Background: an optimization exercise with open tools, aiming at small area. Do not read the settings as production practice. RTL that was checked went through simulation tests only; none was proved equivalent to the original.

==> trial 47 <==
Design Top, start of the top module:
module Top(
    input clk,
    input rst,
    input btnU,
    input btnC,
    input btnD,
    output dp,
    output [7:0] SevenSegAn,
    output [6:0] SevenSegCat
);
==> module debouncer, before the edit <==
module debouncer(
    input  wire i_clk,
    input  wire i_rst,
    input  wire i_in,
    output wire o_rise
);
    localparam [7:0] POL = 8'b0100_1010;
    reg  [7:0] s;
    wire [7:0] v = s ^ POL;
    wire       q_in      = v[7];
    wire       r_in      = v[6];
    wire       r_last    = v[5];
    wire       different = v[4];
    wire [2:0] timer     = v[3:1];
    wire       o_deb     = v[0];
    wire ztimer = (timer == 3'b000);
    wire first  = (timer == 3'b001);
    wire fb     = ztimer ? different
                : ((~timer[2] & timer[0]) | (timer[2] & timer[1] & ~timer[0]));
    wire [7:0] nv = {i_in,                                   
                     q_in,                                   
                     r_in,                                   
                     (different & ~ztimer) | (r_in ^ o_deb), 
                     timer[1:0], fb,                         
                     ztimer ? r_last : o_deb};               
    always @(posedge i_clk)
        if (i_rst)
            s <= POL;         
        else
            s <= nv ^ POL;
    assign o_rise = o_deb & first & ~(different ^ r_last);
endmodule
==> module Seven_Seg, before the edit <==
module Seven_Seg(
    input clk,
    input rst,
    input [31:0] data,
    output [7:0] anode,
    output dp,
    output reg [6:0] cathode
);
    reg [6:0] lfsr;
    reg       step;    
    reg [2:0] idx;     
    reg       valid;   
    wire wrap = lfsr[6] & (lfsr[3:0] == 4'd0);    
    always @(posedge clk) begin
        if (rst) begin
            lfsr <= 7'd0;
            step <= 1'b0;
            idx <= 3'd7;
            valid <= 1'b0;
        end else begin
            lfsr <= wrap ? 7'd0 : {lfsr[5:0], ~(lfsr[6] ^ lfsr[3])};
            step <= wrap;
            if (step) begin
                idx <= idx + 3'd1;
                valid <= 1'b1;
            end
        end
    end
    wire [7:0] sel = valid ? (8'd1 << idx) : 8'd0;
    assign anode = ~sel;
    assign dp = ~(sel[2] | sel[4] | sel[6]);
    wire [3:0] d = ({4{sel[0]}} & data[3:0])   | ({4{sel[1]}} & data[7:4])
                 | ({4{sel[2]}} & data[11:8])  | ({4{sel[3]}} & data[15:12])
                 | ({4{sel[4]}} & data[19:16]) | ({4{sel[5]}} & data[23:20])
                 | ({4{sel[6]}} & data[27:24]) | ({4{sel[7]}} & data[31:28]);
    always @(*) begin
        case (d)
            4'h0: cathode = 7'b1000000;
            4'h1: cathode = 7'b1111001;
            4'h2: cathode = 7'b0100100;
            4'h3: cathode = 7'b0110000;
            4'h4: cathode = 7'b0011001;
            4'h5: cathode = 7'b0010010;
            4'h6: cathode = 7'b0000010;
            4'h7: cathode = 7'b1111000;
            4'h8: cathode = 7'b0000000;
            4'h9: cathode = 7'b0010000;
            4'hA: cathode = 7'b0100100;
            4'hB: cathode = 7'b0110000;
            4'hC: cathode = 7'b0011001;
            4'hD: cathode = 7'b0010010;
            4'hE: cathode = 7'b0000010;
            default: cathode = 7'b1111000;
        endcase
    end
endmodule
==> flow/config.mk <==
export PLATFORM = sky130hd
export DESIGN_NAME = Top
export DESIGN_NICKNAME = Top
export VERILOG_FILES = /design/flow/design.v
export SDC_FILE = /design/flow/constraint.sdc
export NUM_CORES = 4
export LEC_CHECK = 0
export CAP_MARGIN = 20
export CORE_MARGIN = 2
export CORE_UTILIZATION = 40
export SLEW_MARGIN = 20
==> flow/constraint.sdc <==
create_clock -name core_clock -period 10.0 [get_ports {clk}]
set_input_delay 2.0000 -clock core_clock [delete_from_list [all_inputs] [get_ports {clk}]]
set_output_delay 2.0000 -clock core_clock [all_outputs]
set_load 0.01 [all_outputs]
standard.sh (not shown) runs the stock make flow with config.mk's settings and CLKGATE_MAP_FILE= SYNTH_SCRIPT=/design/flow/synth_recipe.tcl, a recipe that flattens the netlist after the stock synthesis.
==> flow/flow/run.sh <==
#!/bin/bash
# Own layout flow: the standard synthesis, then an area re-mapping of its
# combinational logic (registers untouched: same instances, names and cell
# types), then the standard layout steps with small port buffers and a clock
# tree without dummy loads. Each tool writes its own log in this folder.
set -euo pipefail
W=$(pwd)
F=$W/flow
R=$W/orfs/results/$FLOW_PLATFORM/Top/base
YOSYS=${YOSYS_EXE:-$(command -v yosys || echo /OpenROAD-flow-scripts/tools/install/yosys/bin/yosys)}
LIB=$FLOW_HOME/platforms/sky130hd/lib/sky130_fd_sc_hd__tt_025C_1v80.lib

bash standard.sh synth > $W/standard_synth.log 2>&1
cp $R/1_2_yosys.v $W/standard_synth_netlist.v

# Several re-mappings with different seeds; keep the smallest.
pids=()
for s in $(cat $F/seeds.txt); do
  sed "s/@SEED@/$s/" $F/abc.script > $W/abc_$s.script
  REMAP_LIB=$LIB REMAP_IN=$W/standard_synth_netlist.v REMAP_OUT=$W/remapped_$s.v \
  REMAP_ABC=$W/abc_$s.script $YOSYS -c $F/remap.tcl > $W/remap_$s.log 2>&1 &
  pids+=($!)
  if (( ${#pids[@]} >= 4 )); then
    for p in "${pids[@]}"; do wait $p || true; done
    pids=()
  fi
done
for p in "${pids[@]+"${pids[@]}"}"; do wait $p || true; done
nff=$(grep -cE 'sky130_fd_sc_hd__[a-z]*df[a-z0-9_]* ' $W/standard_synth_netlist.v)
best=""; bestA=""
for s in $(cat $F/seeds.txt); do
  [[ -f $W/remapped_$s.v ]] || continue
  grep -q "ERROR" $W/remap_$s.log && continue
  [[ $(grep -cE 'sky130_fd_sc_hd__[a-z]*df[a-z0-9_]* ' $W/remapped_$s.v) == $nff ]] || continue
  a=$(grep "Chip area for module" $W/remap_$s.log | tail -1 | awk '{print $NF}')
  # a mapping that lost its logic is not a candidate
  awk -v a=$a -v n=$nff 'BEGIN{exit !(a > n*20.02*1.3)}' || continue
  if [[ -z $best ]] || awk -v a=$a -v b=$bestA 'BEGIN{exit !(a < b)}'; then best=$s; bestA=$a; fi
done
echo "remap: seed $best area $bestA" > $W/remap_choice.log
if [[ -n $best ]]; then
  cp $W/remapped_$best.v $R/1_2_yosys.v
  rm -f $R/1_synth.odb
fi

export BUFFER_PORTS_ARGS="-buffer_cell sky130_fd_sc_hd__buf_1"
export CTS_ARGS="$(cat $F/cts_args.txt)"
bash standard.sh > $W/standard_layout.log 2>&1
==> flow/flow/cts_args.txt <==
-repair_clock_nets -dont_use_dummy_load -buf_list sky130_fd_sc_hd__clkbuf_8
==> flow/flow/remap.tcl <==
# Re-map the combinational logic of the standard synthesis netlist for area.
# The flip-flops stay as they are: same instances, names and cell types.
set lib $::env(REMAP_LIB)
yosys read_liberty -ignore_miss_func $lib
yosys blackbox sky130_fd_sc_hd__*df* sky130_fd_sc_hd__*dl*
yosys read_verilog $::env(REMAP_IN)
yosys hierarchy -top $::env(FLOW_TOP)
yosys flatten
yosys opt_clean -purge
yosys abc -liberty $lib -dont_use *lpflow* -dont_use *probe* -script $::env(REMAP_ABC)
yosys opt_clean -purge
yosys hilomap -singleton -hicell sky130_fd_sc_hd__conb_1 HI -locell sky130_fd_sc_hd__conb_1 LO
yosys splitnets
yosys opt_clean -purge
yosys stat -liberty $lib
yosys write_verilog -noattr -nohex -nodec $::env(REMAP_OUT)
==> flow/flow/seeds.txt <==
1 2 3 4
Other scripts of this flow, unchanged in this note and not shown: flow/flow/abc.script
==> trial 96: changes against trial 47 <==
--- a/flow/design.v
+++ b/flow/design.v
@@ -7,11 +7,4 @@
 );
-    localparam [7:0] POL = 8'b0100_1010;
-    reg  [7:0] s;
-    wire [7:0] v = s ^ POL;
-    wire       q_in      = v[7];
-    wire       r_in      = v[6];
-    wire       r_last    = v[5];
-    wire       different = v[4];
-    wire [2:0] timer     = v[3:1];
-    wire       o_deb     = v[0];
+    reg q_in, r_in, r_last, different, o_deb;
+    reg [2:0] timer;
     wire ztimer = (timer == 3'b000);
@@ -20,13 +13,19 @@
                 : ((~timer[2] & timer[0]) | (timer[2] & timer[1] & ~timer[0]));
-    wire [7:0] nv = {i_in,                                   
-                     q_in,                                   
-                     r_in,                                   
-                     (different & ~ztimer) | (r_in ^ o_deb), 
-                     timer[1:0], fb,                         
-                     ztimer ? r_last : o_deb};               
     always @(posedge i_clk)
-        if (i_rst)
-            s <= POL;         
-        else
-            s <= nv ^ POL;
+        if (i_rst) begin
+            q_in <= 1'b0;
+            r_in <= 1'b0;
+            r_last <= 1'b0;
+            different <= 1'b0;
+            o_deb <= 1'b0;
+            timer <= 3'b000;
+        end else begin
+            q_in <= i_in;
+            r_in <= q_in;
+            r_last <= r_in;
+            timer <= {timer[1:0], fb};
+            different <= (different & ~ztimer) | (r_in ^ o_deb);
+            if (ztimer)
+                o_deb <= r_last;
+        end
     assign o_rise = o_deb & first & ~(different ^ r_last);
@@ -151,3 +150,2 @@
             step <= 1'b0;
-            idx <= 3'd7;
             valid <= 1'b0;
@@ -157,3 +155,3 @@
             if (step) begin
-                idx <= idx + 3'd1;
+                idx <= valid ? idx + 3'd1 : 3'd0;
                 valid <= 1'b1;
--- a/flow/flow/run.sh
+++ b/flow/flow/run.sh
@@ -28,3 +28,3 @@
 for p in "${pids[@]+"${pids[@]}"}"; do wait $p || true; done
-nff=$(grep -cE 'sky130_fd_sc_hd__[a-z]*df[a-z0-9_]* ' $W/standard_synth_netlist.v)
+nff=$(grep -c 'sky130_fd_sc_hd__dfxtp_1 ' $W/standard_synth_netlist.v)
 best=""; bestA=""
@@ -33,3 +33,3 @@
   grep -q "ERROR" $W/remap_$s.log && continue
-  [[ $(grep -cE 'sky130_fd_sc_hd__[a-z]*df[a-z0-9_]* ' $W/remapped_$s.v) == $nff ]] || continue
+  [[ $(grep -c 'sky130_fd_sc_hd__dfxtp_1 ' $W/remapped_$s.v) == $nff ]] || continue
   a=$(grep "Chip area for module" $W/remap_$s.log | tail -1 | awk '{print $NF}')
==> flow/flow/cts_args.txt (replaced) <==
-sink_clustering_enable -repair_clock_nets -dont_use_dummy_load -buf_list sky130_fd_sc_hd__clkbuf_4 -root_buf sky130_fd_sc_hd__clkbuf_4 -tree_buf sky130_fd_sc_hd__clkbuf_4 -sink_clustering_size 10 -sink_clustering_max_diameter 40
--- a/flow/flow/remap.tcl
+++ b/flow/flow/remap.tcl
@@ -4,3 +4,3 @@
 yosys read_liberty -ignore_miss_func $lib
-yosys blackbox sky130_fd_sc_hd__*df* sky130_fd_sc_hd__*dl*
+yosys blackbox sky130_fd_sc_hd__dfxtp_1
 yosys read_verilog $::env(REMAP_IN)
==> flow/flow/seeds.txt (replaced) <==
1 2 3 4 5 6 7 8 9 10 11 12
- CORE_UTILIZATION: 40 -> 60
==> notes.md <==
- Trial 96 never finished: it broke off in netlist read-in after synthesis. Trial 47 went through all stages and came out clean.
Function not checked in trial 96: the RTL went through the layout flow alone.

re-timing with driven ports:
How much do the figures lean on ideal ports? The routed layout below was timed once more, with nothing changed but the port constraints. Step 1 sets driving cells, clkbuf_16 on the clock port and buf_2 on the other inputs (assumed; they add their load-dependent delay and slew). Step 2 adds t to the input delays and takes it off the output delays; t is the mean of the earliest and latest rising clock arrival at the registers after step 1. Input paths then give back, and output paths get back, about the clock's delay inside the block. Three values: ideal, step 1, step 2; two values: the first two.
run: trial 47
t (ns): 0.362
setup slack, ns: 5.257 / 5.229 / 5.591
worst setup path after step 2: register to output
After both steps trial 47 still meets setup and hold. The setup slack of trial 47 moves by -0.028 ns with the drivers and by +0.334 ns with both steps.
